Background: an optimization exercise with open tools, aiming at small area and a short achievable clock period. Do not read the settings as production practice. Where RTL was checked, it was by simulation tests only, not by an equivalence proof against the original. The RTL of runs 1 to 5 was laid out without a check of its function.

==> flow/design.v, too long to show whole: its modules and the start of the top module <==
// module mul32lo: 806 lines
// module KGP_RISC: 110 lines
module KGP_RISC(
        input clock,
        input rst,
        output [7:0] imem_addr,
        input [31:0] imem_data,
        output [7:0] dmem_addr,
        output [31:0] dmem_wdata,
        output dmem_we,
        input [31:0] dmem_rdata,
        output [15:0] r
    );
  // ...
==> flow/run.sh <==
#!/bin/bash
# synth_recipe.tcl (not shown) runs the flow's synth.tcl, then flattens the netlist and writes it again
# the make line also repeats each setting of config.mk as NAME=value (left out here)
make -C /OpenROAD-flow-scripts/flow DESIGN_CONFIG=/design/flow/config.mk WORK_HOME=/design/flow/orfs CLKGATE_MAP_FILE= SYNTH_SCRIPT=/design/flow/synth_recipe.tcl finish
==> flow/config.mk <==
export PLATFORM = sky130hd
export DESIGN_NAME = KGP_RISC
export DESIGN_NICKNAME = KGP_RISC
export VERILOG_FILES = /design/flow/design.v
export SDC_FILE = /design/flow/constraint.sdc
export NUM_CORES = 4
export LEC_CHECK = 0
export ABC_AREA = 1
export CAP_MARGIN = 20
export CORE_MARGIN = 2
export CORE_UTILIZATION = 40
export SLEW_MARGIN = 20
==> flow/constraint.sdc <==
create_clock -name core_clock -period 22.0 [get_ports {clock}]
set_input_delay 4.4000 -clock core_clock [delete_from_list [all_inputs] [get_ports {clock}]]
set_output_delay 4.4000 -clock core_clock [all_outputs]
set_load 0.01 [all_outputs]
==> run summary, run 1 <==
outcome=timing/DRC/antenna clean; WL final=317,000 um; Synth top area share=0.456; Post-Route M1 WL=115,000 um; post-synth top area cell=edfxtp_1; CP arrival=8.97 ns; Relative slew margins=0.125; inverters=911; CP Buf/Inv Count=8; Sum Neg Setup Slack=0 ns; final-layout fill cell count=15,928; Post-layout nets=7,605; Area Overhead vs Synth=12.5%; CTS tree=yes; Worst Setup Path Type=flop to flop; commonest cells after routing, fill and taps aside=nand2_1, edfxtp_1, inv_1, o22ai_1, nand3_1; most frequent cells after synthesis=nand2_1, edfxtp_1, inv_1; Top Layer Used=met5; post-cts repair resize count=0; cell with the largest stage delay on the worst path=nand3_2; die area=172,000 um2; Largest register FFs=1,024; met1 Use GR=0.449; met3 wire len=38,200 um; Final Util=0.453
==> run 2, diff against run 1 <==
==> flow/flow/run.sh (new file) <==
#!/bin/bash
# Standard ORFS layout (the standard.sh), with repair_timing asked to
# leave a setup margin so that it keeps improving paths well below the
# (loose) clock period. The SDC and the clock period are unchanged.
set -euo pipefail
export SETUP_SLACK_MARGIN=14
bash standard.sh synth > synth.log 2>&1
bash standard.sh finish > layout.log 2>&1
==> flow/standard.sh (new file) <==
#!/bin/bash
# synth_recipe.tcl (not shown) runs the flow's synth.tcl, then flattens the netlist and writes it again
# the make line also repeats each setting of config.mk as NAME=value (left out here)
make -C /OpenROAD-flow-scripts/flow DESIGN_CONFIG=/design/flow/config.mk WORK_HOME=/design/flow/orfs CLKGATE_MAP_FILE= SYNTH_SCRIPT=/design/flow/synth_recipe.tcl "${@:-finish}"
removed: flow/run.sh
==> run summary, run 2 <==
synth unique cells=66; Worst Setup Path Type=input port to flop; vias in the first global route=56,180; # rows=150; WL final=318,000 um (+0.56%); most frequent cells after synthesis=nand2_1, edfxtp_1, inv_1; Sum Neg Setup Slack=0 ns (unchanged); Horiz. Die Dim=415 um; cell with the largest stage delay on the worst path=clkdlybuf4s50_1; top flop regs=rf: 1024 flops, opa: 32 flops, opb: 32 flops; Place WS=13.20 ns; period utilisation layout=0.361; Most flops, register=rf; HP Class=flop to flop; synthesized area=67,500 um2; die span in y=415 um; Vias/cell=6.34; Yosys warning count=1; Area Overhead vs Synth=12.8%; Relative slew margins=0.122 (-0.00312); Tmin final=7.95 ns; fin worst setup slack=14.05 ns; Post-synth ARST share=0; top-count cell post-synth=nand2_1; Critical Path Start=imem_data[28]; Final Hold Viols=0; die area=172,000 um2 (unchanged); DR vias=60,489; Synth top area share=0.456 (unchanged); CTS Sinks=1,138; routed len/inst=33.4 um; hold_sp=e_imm[8]; Min Hold Slack=0.477 ns; syn_nets=7,497; RSZ-0062 raised after global routing=no; Slew Limit Fails=0; crit path max fanout=18; largest net degree at the start of global routing=98; Reg clk slew, reported paths=0.06 ns; number of buffers inserted by hold repair at cts=0; Max Cap Viol=0; cell area after layout=76,200 um2; most common cell after layout, fill and taps aside=nand2_1; Top FF cell, synth=edfxtp_1; top post-synthesis cells by area=edfxtp_1, nand2_1, fa_1; Post-synth EDFFs=1,024; clk_skew=0.0401 ns; Core ar.=167,000 um2; sequential area share after synthesis=0.489; Max stage delay on crit path=1.01 ns; Clock Path Buffers=3; gpl congestion=1.06; DRT antenna net count=0; CTS tree=yes; initial antenna violation count=25; reg2reg start=opb[7]; all-layer global routing usage=0.357; CP cell instances=clkdlybuf4s50_1, inv_4, nor2_8, inv_4, nand3_2, inv_2, nand2_1, nand4_1, a2111oi_0, nand3_1, nand2_1, nand2_1; Required @ worst endpoint=22.62 ns; drt first pass iters=7; DPL Wire Length=218,000 um; Placement Cell Area=72,000 um2; #FFs+latches synth=1,138; Initial DRC Count=10,593; first-pass GRT wire length=435,000 um; syn_area_per_cell=9.49 um2; CP arrival=8.56 ns (-0.41 ns); Slew @ Worst Pin=1.31 ns; Largest register FFs=1,024 (unchanged); post-synth top area cell=edfxtp_1; I/O Pins=131; Overflow after GRT=0; IO buf count=130; starting density of the core=0.403; root buffer cell=clkbuf_16; H-tree depth=3; TritonCTS Buffers=115; critical path's most frequent cell=nand2_1; maximum achievable frequency=126 MHz; outcome=timing/DRC/antenna clean; startpoint types=input port; Post-layout nets=7,615 (+0.13%); commonest cells after routing, fill and taps aside=nand2_1, edfxtp_1, inv_1, o22ai_1, nand3_1; DRC viols=0; Setup crit end kind=flop; Post-Synthesis Cells=7,111; share of cells above drive strength 1=0.0918; Final Setup Violations=0; Skew-Pair Late Insertion Delay=0.77 ns
==> run 2: cell counts after synthesis <==
No cell type changed its count.
==> run 2: per-stage QoR <==
| stage | cells | utilization |
|---|---|---|
| finish | 9538 | 0.455 |
| global route | 9533 | 0.455 |
| CTS | 9525 | 0.454 |
| detailed placement | 9304 | 0.430 |
| global placement | 9293 | 0.429 |
| floorplan | 7111 | - |
==> run 2: layout make-up <==
class	instances	area, um2
fillers	15935	91300
repair inverters	1	5.00
well taps	2204	2760
multi-input cells	4689	29900
clock inverters	59	594
repair buffers	373	3220
clock buffers	157	3210
diodes	6	15.0
inverters	911	3460
flip-flops and latches	1138	33000
==> run 2: cells by family (layout without fill, tap and decap cells) <==
family | after synthesis | count (layout) | synth area share
buffers and inverters | 1286 | 1501 | 0.0773
multiplexers | 27 | 27 | 0.00400
other | 0 | 6 | 0
flip-flops | 1138 | 1138 | 0.489
XOR/XNOR | 310 | 310 | 0.0402
AND/OR/NAND/NOR | 2416 | 2417 | 0.154
AO/OA/AOI/OAI | 1614 | 1615 | 0.155
adder cells (fa/ha/maj) | 320 | 320 | 0.0805
==> run 2: routing by layer <==
| layer | track usage | part of all wire |
|---|---|---|
| met1 | 0.451 | 0.36 |
| met2 | 0.529 | 0.42 |
| met4 | 0.272 | 0.092 |
| met5 | 0 | 0.00042 |
| met3 | 0.0880 | 0.12 |
==> run 2: final timing paths <==
| kind | to | slack (ns) | cells after the start |
|---|---|---|---|
| worst max-delay path | opa[2] | 14.05 | 12 |
| worst min-delay path | pc[5] | 0.48 | 2 |
| worst max register to register | rf[414] | 14.08 | 26 |
| worst min register to register | pc[5] | 0.48 | 2 |
==> run 2: worst max-delay path, delay by kind of cell <==
| kind | cells | cell delay, ns |
|---|---|---|
| buf+inv | 4 | 1.75 |
| simple gates | 7 | 1.62 |
| compound gates | 1 | 0.73 |
==> run 2: repair_timing <==
item	4_1_cts	5_1_grt
pin swaps	1	0
cloned	2	1
hold endpoints to repair	0	0
buffers inserted	3	3
resized for setup	18	20
setup endpoints to repair	273	244
==> module KGP_RISC, before the edit <==
module KGP_RISC(
        input clock,
        input rst,
        output [7:0] imem_addr,
        input [31:0] imem_data,
        output [7:0] dmem_addr,
        output [31:0] dmem_wdata,
        output dmem_we,
        input [31:0] dmem_rdata,
        output [15:0] r
    );
reg [7:0]  pc;
reg [1023:0] rf;            
reg [31:0] opa, opb;         
reg [22:0] e_imm;            
reg        e_xor, e_and, e_add, e_neg, e_shl, e_shr, e_sra, e_mul, e_ld;
reg        e_useimm, e_st, e_we, e_jmp, e_jlbl;
reg [4:0]  e_wa;
wire [31:0] nx = rst ? 32'd0 : imem_data;      
wire [2:0]  n_op = nx[31:29];
wire [4:0]  n_rs = nx[28:24];
wire [4:0]  n_rt = nx[23:19];
wire [3:0]  n_f  = nx[13:10];
wire [1:0]  n_fi = nx[1:0];
wire n_r = n_op == 3'd0;
wire n_i = n_op == 3'd1;
wire n_m = n_op == 3'd2;
wire n_j = n_op == 3'd3;
wire n_z = n_op == 3'd4;
wire [31:0] imm = {{10{e_imm[22]}}, e_imm[22:1]};
wire [31:0] y   = e_useimm ? imm : opb;
wire [31:0] sum = (e_neg ? 32'd0 : opa) + (e_neg ? ~y : y) + {31'd0, e_neg};
wire [4:0]  shamt = opb[4:0];
wire [31:0] opa_rev;
genvar gi;
generate for (gi = 0; gi < 32; gi = gi + 1) begin : g_rev
    assign opa_rev[gi] = opa[31-gi];
end endgenerate
wire [31:0] sh_in = e_shl ? opa_rev : opa;
wire        sh_fill = e_sra & opa[31];
wire [32:0] sh_full = $signed({sh_fill, sh_in}) >>> shamt;
wire [31:0] sh_r = sh_full[31:0];
wire [31:0] sh_rev;
generate for (gi = 0; gi < 32; gi = gi + 1) begin : g_rev2
    assign sh_rev[gi] = sh_r[31-gi];
end endgenerate
wire [31:0] shv = e_shl ? sh_rev : sh_r;
wire [31:0] prod;
mul32lo u_mul(.a(opa), .b(opb), .p(prod));
wire [31:0] res = ({32{e_xor}} & (opa ^ opb))
                | ({32{e_and}} & (opa & opb))
                | ({32{e_add | e_neg}} & sum)
                | ({32{e_shl | e_shr | e_sra}} & shv)
                | ({32{e_mul}} & prod)
                | ({32{e_ld}} & dmem_rdata);
wire fwd_a = e_we && e_wa == n_rs;
wire fwd_b = e_we && e_wa == n_rt;
wire [31:0] dec_a = 32'd1 << n_rs;
wire [31:0] dec_b = 32'd1 << n_rt;
reg  [31:0] rf_a, rf_b;
integer j;
always @(*) begin
    rf_a = 32'd0;
    rf_b = 32'd0;
    for (j = 0; j < 32; j = j + 1) begin
        rf_a = rf_a | ({32{dec_a[j]}} & rf[32*j +: 32]);
        rf_b = rf_b | ({32{dec_b[j]}} & rf[32*j +: 32]);
    end
end
wire [31:0] rd_a = fwd_a ? res : rf_a;
wire [31:0] rd_b = fwd_b ? res : rf_b;
integer k;
always @(posedge clock) begin
    for (k = 0; k < 32; k = k + 1)
        if (e_we && e_wa == k) rf[32*k +: 32] <= res;
    opa <= rd_a;
    opb <= rd_b;
end
always @(posedge clock) begin
    e_imm    <= nx[23:1];
    e_xor    <= n_r && n_f == 4'd0;
    e_and    <= n_r && n_f == 4'd1;
    e_neg    <= (n_r && n_f == 4'd2) || (n_i && n_fi == 2'd1);
    e_add    <= (n_r && n_f == 4'd3) || (n_i && n_fi == 2'd0);
    e_shl    <= n_r && (n_f == 4'd4 || n_f == 4'd6);
    e_shr    <= n_r && (n_f == 4'd5 || n_f == 4'd7);
    e_sra    <= n_r && (n_f == 4'd8 || n_f == 4'd9);
    e_mul    <= n_r && (n_f == 4'd10 || n_f == 4'd11);
    e_ld     <= n_m && !nx[0];
    e_st     <= n_m && nx[0];
    e_useimm <= n_i;
    e_we     <= n_r || n_i || (n_m && !nx[0]) || (n_j && nx[3:0] == 4'd9);
    e_wa     <= n_m ? n_rt : (n_j ? 5'd31 : n_rs);
    e_jmp    <= n_j || n_z;
    e_jlbl   <= n_j;
end
always @(posedge clock) begin
    if (rst)
        pc <= 8'd0;
    else if (e_jmp)
        pc <= e_jlbl ? e_imm[10:3] : 8'd0;
    else
        pc <= pc + 8'd1;
end
assign imem_addr  = pc;
assign dmem_addr  = opa[7:0] + {e_imm[7:0]};
assign dmem_wdata = opb;
assign dmem_we    = e_st;
assign r          = rf[32*7 +: 16];
endmodule
==> run 3, diff against run 2 <==
--- a/flow/design.v
+++ b/flow/design.v
@@ -1,3 +1,156 @@
+module add32bk(input [31:0] a, input [31:0] b, input cin, output [31:0] s);
+wire [31:0] p = a ^ b;
+wire [31:0] g = a & b;
+wire gc0 = g[0] | (p[0] & cin);
+wire G1 = g[1] | (p[1] & gc0);
+wire P1 = p[1] & p[0];
+wire G2 = g[3] | (p[3] & g[2]);
+wire P2 = p[3] & p[2];
+wire G3 = g[5] | (p[5] & g[4]);
+wire P3 = p[5] & p[4];
+wire G4 = g[7] | (p[7] & g[6]);
+wire P4 = p[7] & p[6];
+wire G5 = g[9] | (p[9] & g[8]);
+wire P5 = p[9] & p[8];
+wire G6 = g[11] | (p[11] & g[10]);
+wire P6 = p[11] & p[10];
+wire G7 = g[13] | (p[13] & g[12]);
+wire P7 = p[13] & p[12];
+wire G8 = g[15] | (p[15] & g[14]);
+wire P8 = p[15] & p[14];
+wire G9 = g[17] | (p[17] & g[16]);
+wire P9 = p[17] & p[16];
+wire G10 = g[19] | (p[19] & g[18]);
+wire P10 = p[19] & p[18];
+wire G11 = g[21] | (p[21] & g[20]);
+wire P11 = p[21] & p[20];
+wire G12 = g[23] | (p[23] & g[22]);
+wire P12 = p[23] & p[22];
+wire G13 = g[25] | (p[25] & g[24]);
+wire P13 = p[25] & p[24];
+wire G14 = g[27] | (p[27] & g[26]);
+wire P14 = p[27] & p[26];
+wire G15 = g[29] | (p[29] & g[28]);
+wire P15 = p[29] & p[28];
+wire G16 = g[31] | (p[31] & g[30]);
+wire P16 = p[31] & p[30];
+wire G17 = G2 | (P2 & G1);
+wire P17 = P2 & P1;
+wire G18 = G4 | (P4 & G3);
+wire P18 = P4 & P3;
+wire G19 = G6 | (P6 & G5);
+wire P19 = P6 & P5;
+wire G20 = G8 | (P8 & G7);
+wire P20 = P8 & P7;
+wire G21 = G10 | (P10 & G9);
+wire P21 = P10 & P9;
+wire G22 = G12 | (P12 & G11);
+wire P22 = P12 & P11;
+wire G23 = G14 | (P14 & G13);
+wire P23 = P14 & P13;
+wire G24 = G16 | (P16 & G15);
+wire P24 = P16 & P15;
+wire G25 = G18 | (P18 & G17);
+wire P25 = P18 & P17;
+wire G26 = G20 | (P20 & G19);
+wire P26 = P20 & P19;
+wire G27 = G22 | (P22 & G21);
+wire P27 = P22 & P21;
+wire G28 = G24 | (P24 & G23);
+wire P28 = P24 & P23;
+wire G29 = G26 | (P26 & G25);
+wire P29 = P26 & P25;
+wire G30 = G28 | (P28 & G27);
+wire P30 = P28 & P27;
+wire G31 = G30 | (P30 & G29);
+wire P31 = P30 & P29;
+wire G32 = G27 | (P27 & G29);
+wire P32 = P27 & P29;
+wire G33 = G19 | (P19 & G25);
+wire P33 = P19 & P25;
+wire G34 = G21 | (P21 & G29);
+wire P34 = P21 & P29;
+wire G35 = G23 | (P23 & G32);
+wire P35 = P23 & P32;
+wire G36 = G3 | (P3 & G17);
+wire P36 = P3 & P17;
+wire G37 = G5 | (P5 & G25);
+wire P37 = P5 & P25;
+wire G38 = G7 | (P7 & G33);
+wire P38 = P7 & P33;
+wire G39 = G9 | (P9 & G29);
+wire P39 = P9 & P29;
+wire G40 = G11 | (P11 & G34);
+wire P40 = P11 & P34;
+wire G41 = G13 | (P13 & G32);
+wire P41 = P13 & P32;
+wire G42 = G15 | (P15 & G35);
+wire P42 = P15 & P35;
+wire G43 = g[2] | (p[2] & G1);
+wire P43 = p[2] & P1;
+wire G44 = g[4] | (p[4] & G17);
+wire P44 = p[4] & P17;
+wire G45 = g[6] | (p[6] & G36);
+wire P45 = p[6] & P36;
+wire G46 = g[8] | (p[8] & G25);
+wire P46 = p[8] & P25;
+wire G47 = g[10] | (p[10] & G37);
+wire P47 = p[10] & P37;
+wire G48 = g[12] | (p[12] & G33);
+wire P48 = p[12] & P33;
+wire G49 = g[14] | (p[14] & G38);
+wire P49 = p[14] & P38;
+wire G50 = g[16] | (p[16] & G29);
+wire P50 = p[16] & P29;
+wire G51 = g[18] | (p[18] & G39);
+wire P51 = p[18] & P39;
+wire G52 = g[20] | (p[20] & G34);
+wire P52 = p[20] & P34;
+wire G53 = g[22] | (p[22] & G40);
+wire P53 = p[22] & P40;
+wire G54 = g[24] | (p[24] & G32);
+wire P54 = p[24] & P32;
+wire G55 = g[26] | (p[26] & G41);
+wire P55 = p[26] & P41;
+wire G56 = g[28] | (p[28] & G35);
+wire P56 = p[28] & P35;
+wire G57 = g[30] | (p[30] & G42);
+wire P57 = p[30] & P42;
+wire [31:0] c;
+assign c[0] = cin;
+assign c[1] = gc0;
+assign c[2] = G1;
+assign c[3] = G43;
+assign c[4] = G17;
+assign c[5] = G44;
+assign c[6] = G36;
+assign c[7] = G45;
+assign c[8] = G25;
+assign c[9] = G46;
+assign c[10] = G37;
+assign c[11] = G47;
+assign c[12] = G33;
+assign c[13] = G48;
+assign c[14] = G38;
+assign c[15] = G49;
+assign c[16] = G29;
+assign c[17] = G50;
+assign c[18] = G39;
+assign c[19] = G51;
+assign c[20] = G34;
+assign c[21] = G52;
+assign c[22] = G40;
+assign c[23] = G53;
+assign c[24] = G32;
+assign c[25] = G54;
+assign c[26] = G41;
+assign c[27] = G55;
+assign c[28] = G35;
+assign c[29] = G56;
+assign c[30] = G42;
+assign c[31] = G57;
+assign s = p ^ c;
+endmodule
 module mul32lo(input [31:0] a, input [31:0] b, output [31:0] p);
 wire neg0 = b[1];
 wire one0 = b[0] ^ 1'b0;
@@ -836,7 +989,8 @@
 wire n_z = n_op == 3'd4;
 wire [31:0] imm = {{10{e_imm[22]}}, e_imm[22:1]};
 wire [31:0] y   = e_useimm ? imm : opb;
-wire [31:0] sum = (e_neg ? 32'd0 : opa) + (e_neg ? ~y : y) + {31'd0, e_neg};
+wire [31:0] sum;
+add32bk u_add(.a(e_neg ? 32'd0 : opa), .b(e_neg ? ~y : y), .cin(e_neg), .s(sum));
 wire [4:0]  shamt = opb[4:0];
 wire [31:0] opa_rev;
 genvar gi;
==> flow/run.sh (new file) <==
#!/bin/bash
# synth_recipe.tcl (not shown) runs the flow's synth.tcl, then flattens the netlist and writes it again
# the make line also repeats each setting of config.mk as NAME=value (left out here)
make -C /OpenROAD-flow-scripts/flow DESIGN_CONFIG=/design/flow/config.mk WORK_HOME=/design/flow/orfs CLKGATE_MAP_FILE= SYNTH_SCRIPT=/design/flow/synth_recipe.tcl finish
--- a/flow/config.mk
+++ b/flow/config.mk
@@ -8,5 +8,6 @@
 export ABC_AREA = 1
 export CAP_MARGIN = 20
 export CORE_MARGIN = 2
-export CORE_UTILIZATION = 40
+export CORE_UTILIZATION = 50
+export CTS_BUF_LIST = sky130_fd_sc_hd__clkbuf_8
 export SLEW_MARGIN = 20
removed: flow/flow/run.sh
removed: flow/standard.sh
==> run summary, run 3 <==
outcome=timing/DRC/antenna clean; IO buf count=130 (unchanged); Final Hold Viols=0 (unchanged); Horiz. Die Dim=368 um (-11%); crit path max fanout=34 (+16); Tmin final=9.06 ns (+1.12 ns); cell with the largest stage delay on the worst path=nand3_2; gpl congestion=1.06 (-0.65%); reg-to-reg slack, setup=12.94 ns (-1.14 ns); Core ar.=131,000 um2 (-21%); clk_skew=0.0995 ns (+0.0594 ns); period utilisation layout=0.412 (+0.0507); Top delay family on crit path=adder cells; hold_sp=e_imm[3]; number of buffers inserted by hold repair at cts=0 (unchanged); DRT antenna net count=0 (unchanged); Max stage delay on crit path=0.95 ns (-0.06 ns); WL final=319,000 um (+0.33%); DRC viols=0 (unchanged); Slew @ Worst Pin=1.41 ns (+0.0981 ns); synth unique cells=59 (-11%); Multi-input gate area=29,000 um2 (-3.0%); Vias/cell=6.63 (+4.6%); routed len/inst=35.7 um (+7.0%); Clock Path Buffers=3 (unchanged); all-layer global routing usage=0.463 (+0.106); Top FF cell, synth=edfxtp_1; first-pass GRT wire length=435,000 um (about the same); DR vias=59,326 (-1.9%); Relative slew margins=0.0580 (-0.0637); drt first pass iters=7 (unchanged); Post-synth EDFFs=1,024 (unchanged); Required @ worst endpoint=22.27 ns (-0.35 ns); syn_nets=7,232 (-3.5%); HP Class=flop to flop; final-layout fill cell count=11,630 (-27%); Final Setup Violations=0 (unchanged); CP arrival=9.33 ns (+0.77 ns); CP Buf/Inv Count=5 (+1); top flop regs=rf: 1024 flops, opa: 32 flops, opb: 32 flops; post-synth top area cell=edfxtp_1; Max Cap Viol=0 (unchanged); commonest cells after routing, fill and taps aside=nand2_1, edfxtp_1, inv_1, o22ai_1, nand3_1; CTS tree=yes; Overflow after GRT=0 (unchanged); syn_area_per_cell=9.69 um2 (+2.1%); H-tree depth=4 (+1); Reg clk slew, reported paths=0.06 ns (about the same); Most flops, register=rf; vias in the first global route=55,030 (-2.0%); die area=135,000 um2 (-21%); I/O Pins=131 (unchanged); Initial DRC Count=10,148 (-4.2%); Critical Path Start=opb[1]; Setup Fix Bufs, Post-CTS=0 (-3); #FFs+latches synth=1,138 (unchanged); Area Overhead vs Synth=12.3%; Post-layout nets=7,418 (-2.6%); root buffer cell=clkbuf_8; Seq. cell area=33,000 um2 (about the same); most frequent cells after synthesis=nand2_1, edfxtp_1, inv_1; largest net degree at the start of global routing=99 (+1.0%); synthesized area=66,200 um2 (-1.9%); Slew Limit Fails=0 (unchanged); Yosys warning count=1 (unchanged); Final Util=0.566 (+0.111); maximum achievable frequency=110 MHz (-12%); TritonCTS Buffers=185 (+61%); Largest register FFs=1,024 (unchanged); starting density of the core=0.503 (+0.100); Post-Synthesis Cells=6,833 (-3.9%); cell area after layout=74,300 um2 (-2.4%); RSZ-0062 raised after global routing=no; reg2reg start=opb[1]; critical path's most frequent cell=fa_1; Post-synth ARST share=0 (unchanged); post-cts repair resize count=0 (-18); top-count cell post-synth=nand2_1; Placement Cell Area=70,600 um2 (-2.0%); Sum Neg Setup Slack=0 ns (unchanged); CTS Sinks=1,138 (unchanged); CP cell instances=inv_1, nand2_1, nand2_1, nand2_1, buf_4, o22ai_1, xor2_1, ha_1, fa_1, inv_1, fa_1, fa_1, inv_1, fa_1, fa_1, ha_1, a21oi_1, inv_1, a21oi_1, o21ai_0, a21oi_1, o21ai_0, o21ai_0, nand3_2; share of cells above drive strength 1=0.0995 (+0.00763); initial antenna violation count=34 (+36%); sequential area share after synthesis=0.499 (+0.00961); die span in y=368 um (-11%); # rows=133 (-11%); Setup crit end kind=flop; Skew-Pair Late Insertion Delay=0.98 ns (+0.21 ns); startpoint types=flop; top post-synthesis cells by area=edfxtp_1, nand2_1, fa_1; DPL Wire Length=219,000 um (+0.72%); Worst Setup Path Type=flop to flop; Synth top area share=0.465 (+0.00895); most common cell after layout, fill and taps aside=nand2_1
## run 3: changes by cell type after synthesis, sizes merged, moves of 32 or more
| cell | before | now |
|---|---|---|
| nand2 | 1444 | 1348 |
| nand3 | 403 | 338 |
| clkbuf | 153 | 217 |
| buf | 222 | 159 |
| a221oi | 114 | 154 |
| a21oi | 283 | 244 |
| inv | 894 | 855 |
| nor2 | 359 | 327 |
## run 3: area by class of cell
class | count | share of cell area
Inverter | 874 | 0.0441
Sequential cell | 1138 | 0.444
Clock inverter | 143 | 0.0115
Multi-Input combinational cell | 4445 | 0.390
Antenna cell | 11 | 0.000370
Tap cell | 1755 | 0.0295
Timing Repair Buffer | 375 | 0.0429
Clock buffer | 203 | 0.0376
## run 3: metal layers
metal  vias up  track usage  part of all wire
met5         -       0.0121            0.0015
met4        36        0.272             0.070
met3       873        0.186              0.16
met2      4833        0.638              0.40
met1     29009        0.612              0.37
li1      24575            -                 -
## run 3: worst paths after layout
kind / to / cells after the start
max: rf[601] / 24
min: pc[0] / 2
max reg2reg: rf[601] / 24
min reg2reg: pc[0] / 2
## run 3: stage by stage
step | hold slack [ns] | cells | setup slack (ns)
floorplan | 0.444 | 6833 | 15.13
global placement | 0.495 | 8573 | 11.65
detailed placement | 0.509 | 8584 | 12.81
CTS | 0.517 | 8930 | 13.36
global route | 0.540 | 8937 | 12.93
finish | 0.520 | 8944 | 12.94
## run 3: cell families after synthesis
group	share of synthesized area
buf+inv	0.0737
xor+xnor	0.0422
fa+ha+maj	0.0862
mux	0.00544
flops	0.499
simple gates	0.140
compound gates	0.154
## run 3: worst min-delay path: cells and delay by family (launching register included)
kind | cells | cell delay [ns]
simple gates | 1 | 0.08
flops | 1 | 0.34
compound gates | 1 | 0.05
==> run 4, diff against run 3 <==
==> flow/flow/run.sh (new file) <==
#!/bin/bash
# Standard ORFS layout (the standard.sh), with repair_timing asked to
# leave a setup margin so that it keeps improving paths well below the
# (loose) clock period. The SDC and the clock period are unchanged.
set -euo pipefail
export SETUP_SLACK_MARGIN=15.5
bash standard.sh synth > synth.log 2>&1
bash standard.sh finish > layout.log 2>&1
==> flow/standard.sh (new file) <==
#!/bin/bash
# synth_recipe.tcl (not shown) runs the flow's synth.tcl, then flattens the netlist and writes it again
# the make line also repeats each setting of config.mk as NAME=value (left out here)
make -C /OpenROAD-flow-scripts/flow DESIGN_CONFIG=/design/flow/config.mk WORK_HOME=/design/flow/orfs CLKGATE_MAP_FILE= SYNTH_SCRIPT=/design/flow/synth_recipe.tcl "${@:-finish}"
--- a/flow/config.mk
+++ b/flow/config.mk
@@ -8,6 +8,5 @@
 export ABC_AREA = 1
 export CAP_MARGIN = 20
 export CORE_MARGIN = 2
-export CORE_UTILIZATION = 50
-export CTS_BUF_LIST = sky130_fd_sc_hd__clkbuf_8
+export CORE_UTILIZATION = 40
 export SLEW_MARGIN = 20
removed: flow/run.sh
==> run summary, run 4 <==
outcome=timing/DRC/antenna clean; syn_nets=7,232 (unchanged); synthesized area=66,200 um2 (unchanged); Final Hold Viols=0 (unchanged); met2 global-route usage=0.524 (-0.114); Place WS=13.29 ns (+0.486 ns); starting density of the core=0.402 (-0.101); first-pass GRT wire length=447,000 um (+2.8%); IO buf count=130 (unchanged); Placement Cell Area=70,800 um2 (+0.25%); Seq. cell area=33,100 um2 (+0.26%); drt first pass iters=8 (+1); Sum Neg Setup Slack=0 ns (unchanged); period utilisation layout=0.317 (-0.0946); Initial DRC Count=11,999 (+18%); Max Cap Viol=0 (unchanged); commonest cells after routing, fill and taps aside=nand2_1, edfxtp_1, inv_1, o22ai_1, buf_4; maximum achievable frequency=143 MHz (+30%); gpl congestion=1.06 (about the same); Post-synth EDFFs=1,024 (unchanged); post-synth top area cell=edfxtp_1; met3 GRT Util=0.149 (-0.0366); met1 Use GR=0.484 (-0.128); GRT busiest layer=met2; synth unique cells=59 (unchanged); sequential area share after synthesis=0.499 (unchanged); Top FF cell, synth=edfxtp_1; final-layout fill cell count=14,662 (+26%); share of cells above drive strength 1=0.194 (+0.0941); clk_skew=0.106 ns (+0.00675 ns); routed len/inst=35.2 um (-1.4%); Post-layout nets=7,672 (+3.4%); hold_sp=e_imm[10]; Multi-input gate area=31,800 um2 (+9.6%); Overflow after GRT=0 (unchanged); Setup crit end kind=output port; most common cell after layout, fill and taps aside=nand2_1; Clock Path Buffers=3 (unchanged); Tmin final=6.98 ns (-2.08 ns); die span in y=411 um (+12%); Largest register FFs=1,024 (unchanged); vias in the first global route=56,439 (+2.6%); DRC viols=0 (unchanged); HP Class=flop to flop; Post-Synthesis Cells=6,833 (unchanged); Worst Setup Path Type=flop to output port; Required @ worst endpoint=17.60 ns (-4.67 ns); H-tree depth=3 (-1); Relative slew margins=0.0928 (+0.0348); Horiz. Die Dim=411 um (+12%); RSZ-0062 raised after global routing=yes; # rows=149 (+12%); syn_area_per_cell=9.69 um2 (unchanged); top flop regs=rf: 1024 flops, opa: 32 flops, opb: 32 flops; Final Setup Violations=0 (unchanged); I/O Pins=131 (unchanged); CP arrival=2.58 ns (-6.75 ns); WL final=337,000 um (+5.6%); Synth top area share=0.465 (unchanged); top post-synthesis cells by area=edfxtp_1, nand2_1, fa_1; Post-synth ARST share=0 (unchanged); root buffer cell=clkbuf_16; TritonCTS Buffers=118 (-36%); startpoint types=flop; Critical Path Start=opa[1]; crit path max fanout=3 (-91%); fin worst setup slack=15.02 ns (+2.08 ns); initial antenna violation count=36 (+5.9%); DPL Wire Length=209,000 um (-4.7%); Slew Limit Fails=0 (unchanged); Most flops, register=rf; Core ar.=165,000 um2 (+25%); Skew-Pair Late Insertion Delay=0.82 ns (-0.16 ns); top-count cell post-synth=nand2_1; reg2reg start=opb[0]; cell area after layout=82,400 um2 (+11%); all-layer global routing usage=0.378 (-0.0851); DR vias=61,883 (+4.3%); die area=169,000 um2 (+25%); CTS tree=yes; Slew @ Worst Pin=1.36 ns (-0.0521 ns); #FFs+latches synth=1,138 (unchanged); Yosys warning count=1 (unchanged); Vias/cell=6.46 (-2.6%); largest net degree at the start of global routing=59 (-40%); most frequent cells after synthesis=nand2_1, edfxtp_1, inv_1; DRT antenna net count=0 (unchanged); Final Util=0.501 (-0.0647); Area Overhead vs Synth=24.6%; Reg clk slew, reported paths=0.09 ns (+0.03 ns); CTS Sinks=1,138 (unchanged)
-- run 4: routing by layer --
layer  up-vias  part of all wire
li1      25127                 -
met5         -           0.00044
met3      1219              0.17
met4        22             0.084
met2      5410              0.40
met1     30105              0.35
-- run 4: logic make-up (layout without fill, tap and decap cells) --
logic type                 count (synthesis)  in the layout  share of synthesized area
AOI/OAI and AO/OA                       1558           1558                      0.154
buffers and inverters                   1250           1778                     0.0737
adders and majority gates                333            333                     0.0862
other                                      0             12                          0
and+or+nand+nor                         2199           2214                      0.140
muxes                                     36             36                    0.00544
DFF                                     1138           1138                      0.499
xor gates and xnor gates                 319            319                     0.0422
-- run 4: worst paths after layout --
kind	endpoint	cells past startpoint	slack, ns
worst max-delay path	dmem_addr[7]	13	15.02
worst min-delay path	pc[7]	2	0.55
worst max register to register	rf[539]	25	15.24
worst min register to register	pc[7]	2	0.55
-- run 4: cell type report --
| type | instances | area share |
|---|---|---|
| inverters | 874 | 0.0451 |
| clock buffers | 157 | 0.0383 |
| well taps | 2189 | 0.0332 |
| flip-flops and latches | 1138 | 0.402 |
| clock inverters | 66 | 0.00788 |
| multi-input cells | 4460 | 0.385 |
| repair buffers | 674 | 0.0875 |
| diodes | 12 | 0.000364 |
| repair inverters | 7 | 0.000622 |
-- run 4: timing repair --
action / CTS / global route
setup endpoints to repair: 769 / 617
hold buffers: 0 / 0
setup buffers: 182 / 110
pin swaps: 84 / 152
resized for setup: 675 / 380
cloned: 34 / 27
-- run 4: critical path, cell delays in order, from the launching register on --
cell and delay, ns:
dfxtp_4 0.40, buf_6 0.14, ha_4 0.15, a21oi_2 0.15, nand2_2 0.09, a21oi_2 0.13, inv_1 0.06, a21oi_2 0.14
nor2_1 0.06, nor2_1 0.08, nor2_1 0.04, nor2_1 0.10, xor2_1 0.15, buf_2 0.15
-- run 4: metrics by stage --
step	std cells	hold WS (ns)
6_report	9577	0.549
5_1_grt	9567	0.582
4_1_cts	9427	0.554
3_5_place_dp	8988	0.520
3_3_place_gp	8984	0.503
2_1_floorplan	6833	0.444
==> run 5, diff against run 4 <==
==> flow/flow/run.sh (replaced) <==
#!/bin/bash
# Standard ORFS layout (the standard.sh) with three changes to how the
# layout is made; the SDC, the clock period and the synthesis are unchanged:
# - repair_timing is asked to leave a setup margin, so that it keeps
#   improving paths well below the (loose) clock period;
# - every port still gets a buffer, but a plain buf_2 rather than the delay
#   cell buffer_ports picks by default;
# - clock tree: larger sink clusters and no dummy loads.
set -euo pipefail
export SETUP_SLACK_MARGIN=15.5
export BUFFER_PORTS_ARGS="-buffer_cell sky130_fd_sc_hd__buf_2"
export CTS_ARGS="-sink_clustering_enable -repair_clock_nets -dont_use_dummy_load -sink_clustering_size 24 -sink_clustering_max_diameter 80"
bash standard.sh synth > synth.log 2>&1
bash standard.sh finish > layout.log 2>&1
==> run summary, run 5 <==
Post-synth EDFFs=1,024 (unchanged); Reg clk slew, reported paths=0.10 ns (about the same); drt first pass iters=10 (+2); top post-synthesis cells by area=edfxtp_1, nand2_1, fa_1; CTS tree=yes; Post-layout nets=7,588 (-1.1%); TritonCTS Buffers=72 (-39%); Synth top area share=0.465 (unchanged); synthesized area=66,200 um2 (unchanged); Initial DRC Count=10,970 (-8.6%); Yosys warning count=1 (unchanged); Final Util=0.483 (-0.0181); Overflow after GRT=0 (unchanged); CTS Sinks=1,138 (unchanged); met2 wire length=135,000 um (+0.71%); crit path max fanout=7 (+4); number of buffers inserted by hold repair at cts=0 (unchanged); sequential area share after synthesis=0.499 (unchanged); Final Hold Viols=0 (unchanged); initial antenna violation count=30 (-17%); root buffer cell=clkbuf_16; Relative slew margins=0.169 (+0.0759); Clock Path Buffers=3 (unchanged); clk_skew=0.145 ns (+0.0387 ns); Vias/cell=6.55 (+1.4%); maximum achievable frequency=140 MHz (-2.3%); Min Hold Slack=0.530 ns (-0.0187 ns); RSZ-0062 raised after global routing=yes; Core ar.=165,000 um2 (unchanged); commonest cells after routing, fill and taps aside=nand2_1, edfxtp_1, inv_1, o22ai_1, buf_4; met3 wire len=57,500 um (+1.7%); Largest register FFs=1,024 (unchanged); H-tree depth=3 (unchanged); vias in the first global route=55,664 (-1.4%); Top FF cell, synth=edfxtp_1; Max Cap Viol=0 (unchanged); die span in y=411 um (unchanged); Horiz. Die Dim=411 um (unchanged); syn_nets=7,232 (unchanged); Skew-Pair Late Insertion Delay=0.75 ns (-0.07 ns); most frequent cells after synthesis=nand2_1, edfxtp_1, inv_1; Setup crit end kind=output port; # rows=149 (unchanged); Top Layer Used=met5; Post-synth ARST share=0 (unchanged); DR vias=61,525 (-0.58%); IO buf count=130 (unchanged); top-count cell post-synth=nand2_1; Tmin final=7.15 ns (+0.166 ns); synth unique cells=59 (unchanged); routed len/inst=36.4 um (+3.5%); Final Setup Violations=0 (unchanged); Required @ worst endpoint=17.60 ns (about the same); startpoint types=flop; Most flops, register=rf; die area=169,000 um2 (unchanged); DRT antenna net count=0 (unchanged); DRC viols=0 (unchanged); I/O Pins=131 (unchanged); starting density of the core=0.402 (unchanged); post-synth top area cell=edfxtp_1; Post-Synthesis Cells=6,833 (unchanged); Slew @ Worst Pin=1.24 ns (-0.120 ns); share of cells above drive strength 1=0.189 (-0.00493); period utilisation layout=0.325 (+0.00754); Worst Setup Path Type=flop to output port; HP Class=flop to flop; #FFs+latches synth=1,138 (unchanged); Slew Limit Fails=0 (unchanged); most common cell after layout, fill and taps aside=nand2_1; Area Overhead vs Synth=20.1%; all-layer global routing usage=0.382 (+0.00361); Sum Neg Setup Slack=0 ns (unchanged); CP arrival=2.75 ns (+0.17 ns); gpl congestion=1.02 (-3.4%); Post-Route M1 WL=121,000 um (+2.3%); WL final=342,000 um (+1.5%); largest net degree at the start of global routing=65 (+10%); first-pass GRT wire length=449,000 um (+0.40%); syn_area_per_cell=9.69 um2 (unchanged); DPL Wire Length=217,000 um (+3.8%); top flop regs=rf: 1024 flops, opa: 32 flops, opb: 32 flops; outcome=timing/DRC/antenna clean
## run 5: cell counts after synthesis
Identical to the previous run, type by type.
## run 5: per-stage QoR
| step | area [um2] | std cells | setup slack (ns) |
|---|---|---|---|
| floorplan | 66300 | 6833 | 15.52 |
| global placement | 70100 | 8985 | 10.99 |
| detailed placement | 70300 | 8997 | 12.64 |
| CTS | 76800 | 9262 | 14.89 |
| global route | 79400 | 9378 | 14.80 |
| finish | 79500 | 9390 | 14.85 |
## run 5: area by class of cell
type / count / area [um2]
flip-flops and latches: 1138 / 33100
repair buffers: 644 / 6530
fillers: 14975 / 85200
inverters: 874 / 3670
diodes: 14 / 35.0
repair inverters: 4 / 32.5
well taps: 2189 / 2740
multi-input cells: 4455 / 31600
clock buffers: 72 / 1800
## run 5: kinds of logic (layout without fill, tap and decap cells)
| logic type | count (synthesis) | after routing | share of synthesized area |
|---|---|---|---|
| AOI/OAI and AO/OA | 1558 | 1558 | 0.154 |
| xor gates and xnor gates | 319 | 319 | 0.0422 |
| adders and majority gates | 333 | 333 | 0.0862 |
| buffers and inverters | 1250 | 1594 | 0.0737 |
| DFF | 1138 | 1138 | 0.499 |
| muxes | 36 | 36 | 0.00544 |
| other | 0 | 14 | 0 |
| and+or+nand+nor | 2199 | 2209 | 0.140 |
## run 5: path summary, 6_finish.rpt
kind | start | endpoint | slack [ns] | cells after the start
min reg2reg | e_jlbl | pc[6] | 0.53 | 2
min | e_jlbl | pc[6] | 0.53 | 2
max | opa[1] | dmem_addr[7] | 14.85 | 13
max reg2reg | opa[26] | rf[91] | 15.11 | 23
## run 5: timing repair
item,4_1_cts,5_1_grt
resized for setup,610,354
cloned,30,26
setup endpoints to repair,800,616
pin swaps,89,124
buffers inserted,163,86
## run 5: routing by layer
metal | up-vias | global-route usage
met5 | - | 0.00509
met4 | 36 | 0.243
met3 | 1175 | 0.149
met2 | 5397 | 0.524
met1 | 30076 | 0.498
li1 | 24841 | -
## run 5: critical path: stages (launching register included)
cell and delay [ns]:
dfxtp_4 0.39, buf_12 0.17, ha_4 0.23, nand3_2 0.07
nand2_2 0.06, a21oi_2 0.11, inv_1 0.06, a21oi_2 0.16
nor2_1 0.06, nor2_1 0.09, nor2_1 0.06, nor2_1 0.12
xor2_1 0.20, buf_2 0.16
==> run 6, diff against run 5 <==
--- a/flow/design.v
+++ b/flow/design.v
@@ -999,8 +999,8 @@
 end endgenerate
 wire [31:0] sh_in = e_shl ? opa_rev : opa;
 wire        sh_fill = e_sra & opa[31];
-wire [32:0] sh_full = $signed({sh_fill, sh_in}) >>> shamt;
-wire [31:0] sh_r = sh_full[31:0];
+wire [31:0] sh_mask = 32'hffffffff >> shamt;       
+wire [31:0] sh_r = (sh_in >> shamt) | ({32{sh_fill}} & ~sh_mask);
 wire [31:0] sh_rev;
 generate for (gi = 0; gi < 32; gi = gi + 1) begin : g_rev2
     assign sh_rev[gi] = sh_r[31-gi];
==> run summary, run 6 <==
outcome=failed layout checks; violated checks=capacitance limit, slew limit; Skew-Pair Late Insertion Delay=0.74 ns (about the same); final-layout fill cell count=15,050 (+0.50%); initial antenna violation count=29 (-3.3%); startpoint types=flop; synthesized area=67,100 um2 (+1.4%); Max Cap Viol=2 (+2); routed len/inst=36.3 um (-0.53%); DRC viols=0 (unchanged); maximum achievable frequency=139 MHz (-0.71%); Post-synth EDFFs=1,024 (unchanged); syn_area_per_cell=9.48 um2 (-2.1%); Post-layout nets=7,947 (+4.7%); HP Class=flop to flop; starting density of the core=0.402 (about the same); IO buf count=130 (unchanged); DRT antenna net count=0 (unchanged); post-synthesis mux area share=0.000895 (-0.00455); # rows=150 (+0.67%); Multi-input gate area=33,000 um2 (+4.6%); Vias/cell=6.51 (-0.66%); Core ar.=167,000 um2 (+1.4%); Synth Area in Compound Gates=0.151 (-0.00263); Seq. cell area=33,100 um2 (about the same); H-tree depth=3 (unchanged); RSZ-0062 raised after global routing=yes; Synth top area share=0.458 (-0.00626); cell with the largest stage delay on the worst path=dfxtp_4; Max stage delay on crit path=0.38 ns (about the same); Post-Synth XOR/XNOR Area=0.0372 (-0.00501); Final Hold Viols=0 (unchanged); period utilisation layout=0.327 (+0.00232); Reg clk slew, reported paths=0.08 ns (-0.02 ns); top post-synthesis cells by area=edfxtp_1, nand2_1, fa_1; Min Hold Slack=0.533 ns (+0.00315 ns); Simple-Gate Fraction of Synth Area=0.155 (+0.0147); Overflow after GRT=0 (unchanged); vias in the first global route=57,169 (+2.7%); most common cell after layout, fill and taps aside=nand2_1; clk_skew=0.108 ns (-0.0371 ns); top-count cell post-synth=nand2_1; share of cells above drive strength 1=0.208 (+0.0196); gpl congestion=1.06 (+4.0%); #FFs+latches synth=1,138 (unchanged); root buffer cell=clkbuf_16; die span in y=414 um (+0.67%); worst reg2reg path depth=26 (+13%); Sum Neg Setup Slack=0 ns (unchanged); Post-synth ARST share=0 (unchanged); post-synth top area cell=edfxtp_1; syn_nets=7,477 (+3.4%); most frequent cells after synthesis=nand2_1, edfxtp_1, inv_1; Top FF cell, synth=edfxtp_1; crit path max fanout=3 (-4); top flop regs=rf: 1024 flops, opa: 32 flops, opb: 32 flops; Tmin final=7.20 ns (+0.0510 ns); DR vias=63,640 (+3.4%); first-pass GRT wire length=468,000 um (+4.2%); all-layer global routing usage=0.398 (+0.0160); commonest cells after routing, fill and taps aside=nand2_1, edfxtp_1, inv_1, o22ai_1, buf_4; Clock Path Buffers=3 (unchanged); sequential area share after synthesis=0.492 (-0.00673); Relative slew margins=-0.150 (-0.318); DPL Wire Length=223,000 um (+2.6%); I/O Pins=131 (unchanged); hold path depth=2 (unchanged); Worst Setup Path Type=flop to output port; Horiz. Die Dim=414 um (+0.67%); Setup crit end kind=output port; WL final=354,000 um (+3.6%); largest net degree at the start of global routing=71 (+9.2%); synthesized-area fraction occupied by adder cells=0.0858 (-0.000416); Final Setup Violations=0 (unchanged); drt first pass iters=10 (unchanged); Yosys warning count=1 (unchanged); Area Overhead vs Synth=22.7%; synth unique cells=64 (+8.5%); TritonCTS Buffers=69 (-4.2%); die area=171,000 um2 (+1.4%); CP arrival=2.80 ns (+0.05 ns); Required @ worst endpoint=17.60 ns (about the same); Slew @ Worst Pin=1.72 ns (+0.475 ns); CTS Sinks=1,138 (unchanged); CP cell instances=buf_12, ha_4, a21oi_2, nand2_2, a21oi_2, inv_1, a21oi_2, buf_4, buf_6, buf_6, buf_6, xor2_2, buf_2; Slew Limit Fails=6 (+6); largest family of logic cells by synthesized area=simple AND/OR/NAND/NOR gates; Most flops, register=rf; Initial DRC Count=10,656 (-2.9%); CTS tree=yes; Largest register FFs=1,024 (unchanged); Post-Synthesis Cells=7,074 (+3.5%)
run 6: cell count changes in the layout (fill, tap and decap cells not counted), moves of 30 or more:
cell	delta
mux2i_1	-30
nand2_1	+147
inv_1	+69
a221oi_1	-65
buf_4	+83
xor2_1	-37
a21oi_1	-38
run 6: layout make-up:
class,instances,share of cell area
tap,2204,0.0335
inverter,933,0.0482
clock buffer,69,0.0210
antenna,31,0.000942
timing repair buffer,744,0.0923
sequential,1138,0.402
timing repair inverter,11,0.00128
multi-input combinational,4647,0.401
run 6: kinds of logic after synthesis:
family                   after synthesis
XOR/XNOR                             285
AND/OR/NAND/NOR                     2442
flip-flops                          1138
AO/OA/AOI/OAI                       1560
adder cells (fa/ha/maj)              337
buffers and inverters               1306
multiplexers                           6
run 6: metrics by stage:
step | instances | utilization | setup WS, ns | cell area [um2]
floorplan | 7074 | - | 15.42 | 67200
global placement | 9254 | 0.425 | 12.00 | 70900
CTS | 9616 | 0.474 | 14.92 | 79100
finish | 9777 | 0.494 | 14.80 | 82300
global route | 9747 | 0.493 | 14.68 | 82300
detailed placement | 9264 | 0.426 | 13.06 | 71000
run 6: metal layers:
layer,part of all wire,track usage,vias up
met4,0.11,0.353,20
met3,0.15,0.159,1493
met1,0.32,0.449,30845
met2,0.42,0.578,5464
met5,0.0015,0.0110,-
li1,-,-,25818
run 6: repair_timing:
| item | 4_1_cts | 5_1_grt |
|---|---|---|
| setup buffers | 234 | 107 |
| hold buffers | 0 | 0 |
| setup endpoints to repair | 775 | 678 |
| gates cloned | 49 | 18 |
| pin swaps | 126 | 157 |
| gates resized for setup | 752 | 399 |
run 6: path summary, 6_finish.rpt:
path                 start      endpoint  slack (ns)
hold reg to reg   e_imm[9]         pc[6]        0.53
setup / recovery    opa[2]  dmem_addr[5]       14.80
setup reg to reg    opb[2]       rf[765]       15.21
hold / removal    e_imm[9]         pc[6]        0.53
run 6: critical path: cells and delay by family (launching register included):
family                     cells  cell delay (ns)
AOI/OAI and AO/OA              3             0.46
DFF                            1             0.38
adders and majority gates      1             0.23
and+or+nand+nor                1             0.08
buffers and inverters          7             0.76
xor gates and xnor gates       1             0.15
==> run 7, diff against run 6 <==
--- a/flow/design.v
+++ b/flow/design.v
@@ -973,10 +973,13 @@
 reg [1023:0] rf;            
 reg [31:0] opa, opb;         
 reg [22:0] e_imm;            
+reg [3:0]  e_alo;            
+reg        e_ac4;            
+reg [3:0]  e_ahi, e_ohi;     
 reg        e_xor, e_and, e_add, e_neg, e_shl, e_shr, e_sra, e_mul, e_ld;
 reg        e_useimm, e_st, e_we, e_jmp, e_jlbl;
 reg [4:0]  e_wa;
-wire [31:0] nx = rst ? 32'd0 : imem_data;      
+wire [31:0] nx = imem_data;                    
 wire [2:0]  n_op = nx[31:29];
 wire [4:0]  n_rs = nx[28:24];
 wire [4:0]  n_rt = nx[23:19];
@@ -1030,29 +1033,34 @@
 end
 wire [31:0] rd_a = fwd_a ? res : rf_a;
 wire [31:0] rd_b = fwd_b ? res : rf_b;
+wire [4:0] alo_n = rd_a[3:0] + nx[4:1];
 integer k;
 always @(posedge clock) begin
     for (k = 0; k < 32; k = k + 1)
         if (e_we && e_wa == k) rf[32*k +: 32] <= res;
     opa <= rd_a;
     opb <= rd_b;
+    e_alo <= alo_n[3:0];
+    e_ac4 <= alo_n[4];
+    e_ahi <= rd_a[7:4];
+    e_ohi <= nx[8:5];
 end
 always @(posedge clock) begin
     e_imm    <= nx[23:1];
-    e_xor    <= n_r && n_f == 4'd0;
-    e_and    <= n_r && n_f == 4'd1;
-    e_neg    <= (n_r && n_f == 4'd2) || (n_i && n_fi == 2'd1);
-    e_add    <= (n_r && n_f == 4'd3) || (n_i && n_fi == 2'd0);
-    e_shl    <= n_r && (n_f == 4'd4 || n_f == 4'd6);
-    e_shr    <= n_r && (n_f == 4'd5 || n_f == 4'd7);
-    e_sra    <= n_r && (n_f == 4'd8 || n_f == 4'd9);
-    e_mul    <= n_r && (n_f == 4'd10 || n_f == 4'd11);
-    e_ld     <= n_m && !nx[0];
-    e_st     <= n_m && nx[0];
+    e_xor    <= !rst && n_r && n_f == 4'd0;
+    e_and    <= !rst && n_r && n_f == 4'd1;
+    e_neg    <= !rst && ((n_r && n_f == 4'd2) || (n_i && n_fi == 2'd1));
+    e_add    <= !rst && ((n_r && n_f == 4'd3) || (n_i && n_fi == 2'd0));
+    e_shl    <= !rst && n_r && (n_f == 4'd4 || n_f == 4'd6);
+    e_shr    <= !rst && n_r && (n_f == 4'd5 || n_f == 4'd7);
+    e_sra    <= !rst && n_r && (n_f == 4'd8 || n_f == 4'd9);
+    e_mul    <= !rst && n_r && (n_f == 4'd10 || n_f == 4'd11);
+    e_ld     <= !rst && n_m && !nx[0];
+    e_st     <= !rst && n_m && nx[0];
     e_useimm <= n_i;
-    e_we     <= n_r || n_i || (n_m && !nx[0]) || (n_j && nx[3:0] == 4'd9);
-    e_wa     <= n_m ? n_rt : (n_j ? 5'd31 : n_rs);
-    e_jmp    <= n_j || n_z;
+    e_we     <= rst || n_r || n_i || (n_m && !nx[0]) || (n_j && nx[3:0] == 4'd9);
+    e_wa     <= rst ? 5'd0 : n_m ? n_rt : (n_j ? 5'd31 : n_rs);
+    e_jmp    <= !rst && (n_j || n_z);
     e_jlbl   <= n_j;
 end
 always @(posedge clock) begin
@@ -1064,7 +1072,7 @@
         pc <= pc + 8'd1;
 end
 assign imem_addr  = pc;
-assign dmem_addr  = opa[7:0] + {e_imm[7:0]};
+assign dmem_addr  = {e_ahi + e_ohi + {3'd0, e_ac4}, e_alo};
 assign dmem_wdata = opb;
 assign dmem_we    = e_st;
 assign r          = rf[32*7 +: 16];
==> flow/flow/run.sh (replaced) <==
#!/bin/bash
# Standard ORFS layout (the standard.sh) with these changes to how the
# layout is made; the SDC, the clock period and the synthesis are unchanged:
# - repair_timing is asked to leave a setup margin, so that it keeps
#   improving paths well below the (loose) clock period;
# - every port still gets a buffer, but a plain buf_2 rather than the delay
#   cell buffer_ports picks by default;
# - clock tree: larger sink clusters and no dummy loads.
set -euo pipefail
export SETUP_SLACK_MARGIN=15.2
export BUFFER_PORTS_ARGS="-buffer_cell sky130_fd_sc_hd__buf_2"
export CTS_ARGS="-sink_clustering_enable -repair_clock_nets -dont_use_dummy_load -sink_clustering_size 24 -sink_clustering_max_diameter 80"
bash standard.sh synth > synth.log 2>&1
bash standard.sh finish > layout.log 2>&1
--- a/flow/config.mk
+++ b/flow/config.mk
@@ -10,3 +10,4 @@
 export CORE_MARGIN = 2
 export CORE_UTILIZATION = 40
 export SLEW_MARGIN = 20
+export TNS_END_PERCENT = 5
==> run summary, run 7 <==
outcome=failed layout checks; violated checks=capacitance limit, slew limit; routed len/inst=35.4 um (-2.4%); Largest register FFs=1,024 (unchanged); most frequent cells after synthesis=nand2_1, edfxtp_1, inv_1; vias in the first global route=53,736 (-6.0%); top-count cell post-synth=nand2_1; Yosys warning count=1 (unchanged); number of buffers inserted by hold repair at cts=0 (unchanged); IO buf count=130 (unchanged); TritonCTS Buffers=74 (+7.2%); DRC viols=0 (unchanged); post-synth top area cell=edfxtp_1; clk_skew=0.137 ns (+0.0292 ns); CP arrival=7.83 ns (+5.03 ns); synthesized area=66,200 um2 (-1.3%); Post-layout nets=7,385 (-7.1%); Most flops, register=rf; DRT antenna net count=0 (unchanged); # rows=149 (-0.67%); syn_nets=7,168 (-4.1%); Tmin final=7.29 ns (+0.0912 ns); Sum Neg Setup Slack=0 ns (unchanged); top post-synthesis cells by area=edfxtp_1, nand2_1, fa_1; H-tree depth=3 (unchanged); gpl congestion=1.07 (+0.46%); DR vias=59,554 (-6.4%); Min Hold Slack=0.529 ns (-0.00447 ns); Reg clk slew, reported paths=0.10 ns (+0.02 ns); Synth top area share=0.464 (+0.00594); DPL Wire Length=215,000 um (-3.5%); share of cells above drive strength 1=0.145 (-0.0634); drt first pass iters=7 (-3); syn_area_per_cell=9.79 um2 (+3.2%); crit path max fanout=15 (+12); #FFs+latches synth=1,142 (+0.35%); Overflow after GRT=0 (unchanged); Clock Path Buffers=3 (unchanged); Worst Setup Path Type=input port to flop; Max Cap Viol=1 (-1); I/O Pins=131 (unchanged); WL final=325,000 um (-8.3%); Area Overhead vs Synth=14.2%; commonest cells after routing, fill and taps aside=nand2_1, edfxtp_1, inv_1, o22ai_1, nand3_1; Slew Limit Fails=3 (-3); largest net degree at the start of global routing=59 (-17%); Final Hold Viols=0 (unchanged); Horiz. Die Dim=411 um (-0.64%); startpoint types=input port; Post-synth EDFFs=1,024 (unchanged); top flop regs=rf: 1024 flops, opb: 32 flops, opa: 29 flops; die span in y=411 um (-0.64%); Slew @ Worst Pin=1.99 ns (+0.275 ns); Relative slew margins=-0.336 (-0.186); starting density of the core=0.402 (about the same); RSZ-0062 raised after global routing=yes; sequential area share after synthesis=0.500 (+0.00759); most common cell after layout, fill and taps aside=nand2_1; CTS Sinks=1,142 (+0.35%); die area=169,000 um2 (-1.3%); first-pass GRT wire length=432,000 um (-7.6%); synth unique cells=69 (+7.8%); maximum achievable frequency=137 MHz (-1.3%); Core ar.=165,000 um2 (-1.3%); Seq. cell area=33,200 um2 (+0.20%); Final Setup Violations=0 (unchanged); initial antenna violation count=28 (-3.4%); Post-Synthesis Cells=6,764 (-4.4%); Top FF cell, synth=edfxtp_1; Multi-input gate area=30,100 um2 (-8.8%); final-layout fill cell count=15,446 (+2.6%); Post-synth ARST share=0 (unchanged); CTS tree=yes; Skew-Pair Late Insertion Delay=0.75 ns (about the same); Setup crit end kind=flop; Vias/cell=6.49 (-0.35%); Required @ worst endpoint=22.54 ns (+4.94 ns); all-layer global routing usage=0.367 (-0.0309); HP Class=flop to flop; root buffer cell=clkbuf_16; period utilisation layout=0.331 (+0.00415); Initial DRC Count=10,275 (-3.6%)
run 7: cell types whose count changed in the layout (fill, tap and decap cells not counted), moves of 31 or more:
| cell | delta |
|---|---|
| a221oi_1 | +76 |
| a22oi_1 | +90 |
| buf_12 | -49 |
| buf_4 | -113 |
| buf_6 | -51 |
| inv_1 | -95 |
| nand2_1 | -83 |
| nand3_2 | -31 |
| nand3_4 | -44 |
| nor2_4 | -39 |
| o21ai_0 | -51 |
| o21ai_1 | +39 |
| o22ai_1 | -60 |
run 7: final cells by class:
cell class / instances / area share
flip-flops and latches: 1142 / 0.438
repair inverters: 6 / 0.000563
clock buffers: 74 / 0.0245
multi-input cells: 4444 / 0.398
inverters: 814 / 0.0436
repair buffers: 499 / 0.0578
well taps: 2189 / 0.0362
diodes: 13 / 0.000430
run 7: logic make-up after synthesis:
logic type                 synth area share
and+or+nand+nor                       0.144
AOI/OAI and AO/OA                     0.158
buffers and inverters                0.0714
DFF                                   0.500
adders and majority gates            0.0873
xor gates and xnor gates             0.0370
muxes                               0.00151
run 7: metal layers:
metal	vias to the layer above	track usage	routed length, um
met5	-	0	226
met4	32	0.251	27800
met3	1015	0.127	48100
met2	4829	0.527	134000
met1	29176	0.463	115000
li1	24502	-	-
run 7: path summary, 6_finish.rpt:
check / startpoint / endpoint / slack (ns) / cells after the start
min reg2reg: e_imm[10] / pc[7] / 0.53 / 2
max reg2reg: opa[0] / rf[467] / 14.85 / 18
max: imem_data[22] / opb[12] / 14.71 / 12
min: e_imm[10] / pc[7] / 0.53 / 2
run 7: what timing repair did:
action,4_1_cts,5_1_grt
gates cloned,12,18
endpoints found under the setup margin,645,577
pin swaps,22,54
gates resized for setup,163,264
buffers inserted,34,101
run 7: per-stage QoR:
stage | cells | setup WS, ns | area [um2] | utilization
2_1_floorplan | 6764 | 15.20 | 66300 | -
3_3_place_gp | 8922 | 12.43 | 70000 | 0.425
6_report | 9181 | 14.71 | 75600 | 0.459
4_1_cts | 9046 | 14.93 | 73200 | 0.445
3_5_place_dp | 8926 | 13.05 | 70100 | 0.426
5_1_grt | 9168 | 14.92 | 75600 | 0.459
run 7: critical path: stages:
cell,delay [ns]
clkbuf_4,0.23
inv_2,0.27
nor2_1,0.09
inv_1,0.19
nor2_2,0.10
buf_4,0.26
inv_1,0.42
o22ai_1,0.15
a211oi_2,0.54
nand4_1,0.40
nor3_1,0.60
o21ai_1,0.14
==> run 8, diff against run 7 <==
==> flow/flow/run.sh (replaced) <==
#!/bin/bash
# Standard ORFS layout (the standard.sh) with three changes to how the
# layout is made; the SDC, the clock period and the synthesis are unchanged:
# - repair_timing is asked to leave a setup margin, so that it keeps
#   improving paths well below the (loose) clock period;
# - every port still gets a buffer, but a plain buf_2 rather than the delay
#   cell buffer_ports picks by default;
# - clock tree: larger sink clusters and no dummy loads.
set -euo pipefail
export SETUP_SLACK_MARGIN=16
export BUFFER_PORTS_ARGS="-buffer_cell sky130_fd_sc_hd__buf_2"
export CTS_ARGS="-sink_clustering_enable -repair_clock_nets -dont_use_dummy_load -sink_clustering_size 24 -sink_clustering_max_diameter 80"
bash standard.sh synth > synth.log 2>&1
bash standard.sh finish > layout.log 2>&1
==> run summary, run 8 <==
Post-synth ARST share=0 (unchanged); drt first pass iters=6 (-1); IO buf count=130 (unchanged); met2 wire length=137,000 um (+1.9%); Overflow after GRT=0 (unchanged); Top Layer Used=met5; Worst Setup Path Type=input port to flop; gpl congestion=1.04 (-2.6%); clk_skew=0.108 ns (-0.0289 ns); hold_sp=e_imm[3]; #FFs+latches synth=1,142 (unchanged); CP arrival=7.51 ns (-0.32 ns); Hold Path End=pc[0]; starting density of the core=0.402 (unchanged); Yosys warning count=1 (unchanged); synth unique cells=69 (unchanged); cell with the largest stage delay on the worst path=a2111oi_4; synthesized area=66,200 um2 (unchanged); Largest register FFs=1,024 (unchanged); startpoint types=input port; Final Hold Viols=0 (unchanged); initial antenna violation count=30 (+7.1%); outcome=timing/DRC/antenna clean; die area=169,000 um2 (unchanged); top-count cell post-synth=nand2_1; CP cell instances=buf_6, inv_6, nand3_1, buf_6, o21ai_0, a2111oi_4, nand4_1, nand2_1, inv_1, ha_4, a21oi_1, nand2_1, xor2_1; Final Setup Violations=0 (unchanged); reg2reg start=opa[26]; DRT antenna net count=0 (unchanged); RSZ-0062 raised after global routing=yes; commonest cells after routing, fill and taps aside=nand2_1, edfxtp_1, inv_1, o22ai_1, buf_4; Post-Route M1 WL=114,000 um (-0.63%); Final Util=0.470 (+0.0108); Reg clk slew, reported paths=0.10 ns (about the same); Required @ worst endpoint=22.62 ns (+0.08 ns); syn_area_per_cell=9.79 um2 (unchanged); Clock Path Buffers=3 (unchanged); TritonCTS Buffers=67 (-9.5%); DR vias=60,486 (+1.6%); vias in the first global route=56,182 (+4.6%); period utilisation layout=0.313 (-0.0182); share of cells above drive strength 1=0.169 (+0.0242); Placement Cell Area=70,300 um2 (+0.32%); reg-to-reg slack, setup=15.28 ns (+0.43 ns); worst reg2reg path depth=21 (+3); # rows=149 (unchanged); crit path max fanout=21 (+6); DPL Wire Length=211,000 um (-2.0%); final-layout fill cell count=15,175 (-1.8%); Horiz. Die Dim=411 um (unchanged); post-synth top area cell=edfxtp_1; largest net degree at the start of global routing=97 (+64%); Post-Synthesis Cells=6,764 (unchanged); DRC viols=0 (unchanged); HP Class=flop to flop; Initial DRC Count=10,400 (+1.2%); routed len/inst=36.1 um (+2.0%); Max Cap Viol=0 (-1); Core ar.=165,000 um2 (unchanged); top post-synthesis cells by area=edfxtp_1, nand2_1, fa_1; Slew Limit Fails=0 (-3); Max stage delay on crit path=0.70 ns (+0.10 ns); Most flops, register=rf; sequential area share after synthesis=0.500 (unchanged); Sum Neg Setup Slack=0 ns (unchanged); Post-synth EDFFs=1,024 (unchanged); WL final=334,000 um (+2.8%); top flop regs=rf: 1024 flops, opb: 32 flops, opa: 29 flops; cell area after layout=77,400 um2 (+2.4%); Post-layout nets=7,439 (+0.73%)
==> run 8: cell count changes in the layout (fill, tap and decap cells not counted), sizes merged <==
cell	change
clkinv	+7
bufbuf	+7
clkinvlp	-2
clkbuf	-11
nand2	+4
buf	+54
inv	-5
diode	+11
==> run 8: how the worst max path moves through the flow <==
stage / start / to / slack, ns / cells past startpoint
floorplan: imem_data[26] / e_alo[2] / 15.57 / 14
global placement: imem_data[27] / e_ac4 / 12.89 / 15
detailed placement: imem_data[27] / e_ac4 / 12.97 / 15
CTS: e_ahi[0] / dmem_addr[5] / 15.29 / 6
global route: opb[9] / opb[25] / 15.20 / 27
finish: imem_data[28] / e_alo[3] / 15.11 / 13
==> run 8: critical path, delay by kind of cell <==
family | cells | cell delay (ns)
buffers and inverters | 4 | 0.79
AO/OA/AOI/OAI | 3 | 1.05
AND/OR/NAND/NOR | 4 | 0.86
adder cells (fa/ha/maj) | 1 | 0.24
XOR/XNOR | 1 | 0.14
==> run 8: stage by stage <==
step / setup WS (ns) / hold slack [ns]
floorplan: 15.57 / 0.441
global placement: 12.89 / 0.469
detailed placement: 12.97 / 0.468
CTS: 15.29 / 0.481
global route: 15.20 / 0.519
finish: 15.11 / 0.479
==> run 8: timing repair <==
action,in CTS,in global routing
cloned,23,16
pin swaps,48,80
buffers inserted,130,62
resized for setup,368,293
setup endpoints to repair,827,724
==> run 8: routing by layer <==
| layer | vias up | GRT usage |
|---|---|---|
| met2 | 5147 | 0.546 |
| met4 | 22 | 0.312 |
| met1 | 29390 | 0.460 |
| li1 | 24676 | - |
| met5 | - | 0.00198 |
| met3 | 1251 | 0.133 |
==> run 8: final cells by class <==
type / count / area (um2) / share of cell area
sequential: 1142 / 33200 / 0.429
timing repair inverter: 6 / 50.0 / 0.000647
antenna: 24 / 60.1 / 0.000776
tap: 2189 / 2740 / 0.0354
timing repair buffer: 556 / 5380 / 0.0695
inverter: 814 / 3400 / 0.0439
multi-input combinational: 4448 / 30900 / 0.399
clock buffer: 67 / 1680 / 0.0217
==> run 8: logic make-up (layout without fill, tap and decap cells) <==
family,Yosys count,count (layout),share of synthesized area
AND/OR/NAND/NOR,2236,2248,0.144
buffers and inverters,1186,1443,0.0714
multiplexers,10,10,0.00151
other,0,24,0
flip-flops,1142,1142,0.500
XOR/XNOR,280,280,0.0370
adder cells (fa/ha/maj),338,338,0.0873
AO/OA/AOI/OAI,1572,1572,0.158

## re-timing with driven ports
In the flow no input, the clock included, has a driving cell. The finished layouts below were timed again as built, in two steps. Step 1 assumes that a clkbuf_16 drives the clock port and a buf_2 every other input. Step 2 moves the port delays by t, midway between the first and last clock arrival at a register: inputs arrive t later, outputs are due t later. That takes back most of the time a late clock gives input paths. a / b / c = ideal / step 1 / step 2; a / b = the first two.
run | shift t [ns] | setup WS [ns] | worst hold slack (ns) | worst register clock-pin slew, ns | worst data-port slew with drivers (ns)
run 1 | 0.835 | 13.207 / 13.207 / 12.528 | 0.478 / 0.478 / 0.478 | 0.07 / 0.07 | 0.16
run 2 | 0.828 | 14.054 / 14.015 / 13.222 | 0.477 / 0.477 / 0.477 | 0.07 / 0.07 | 0.15
run 3 | 1.014 | 12.938 / 12.938 / 12.106 | 0.520 / 0.520 / 0.520 | 0.07 / 0.07 | 0.12
run 4 | 0.844 | 15.020 / 14.946 / 14.565 | 0.549 / 0.549 / 0.549 | 0.09 / 0.09 | 0.15
run 5 | 0.754 | 14.854 / 14.776 / 14.436 | 0.530 / 0.530 / 0.530 | 0.10 / 0.10 | 0.35
run 6 | 0.769 | 14.803 / 14.717 / 14.496 | 0.533 / 0.533 / 0.533 | 0.11 / 0.11 | 0.17
run 7 | 0.769 | 14.712 / 14.768 / 13.999 | 0.529 / 0.529 / 0.529 | 0.10 / 0.10 | 0.08
run 8 | 0.761 | 15.113 / 15.126 / 14.365 | 0.479 / 0.479 / 0.479 | 0.10 / 0.10 | 0.10
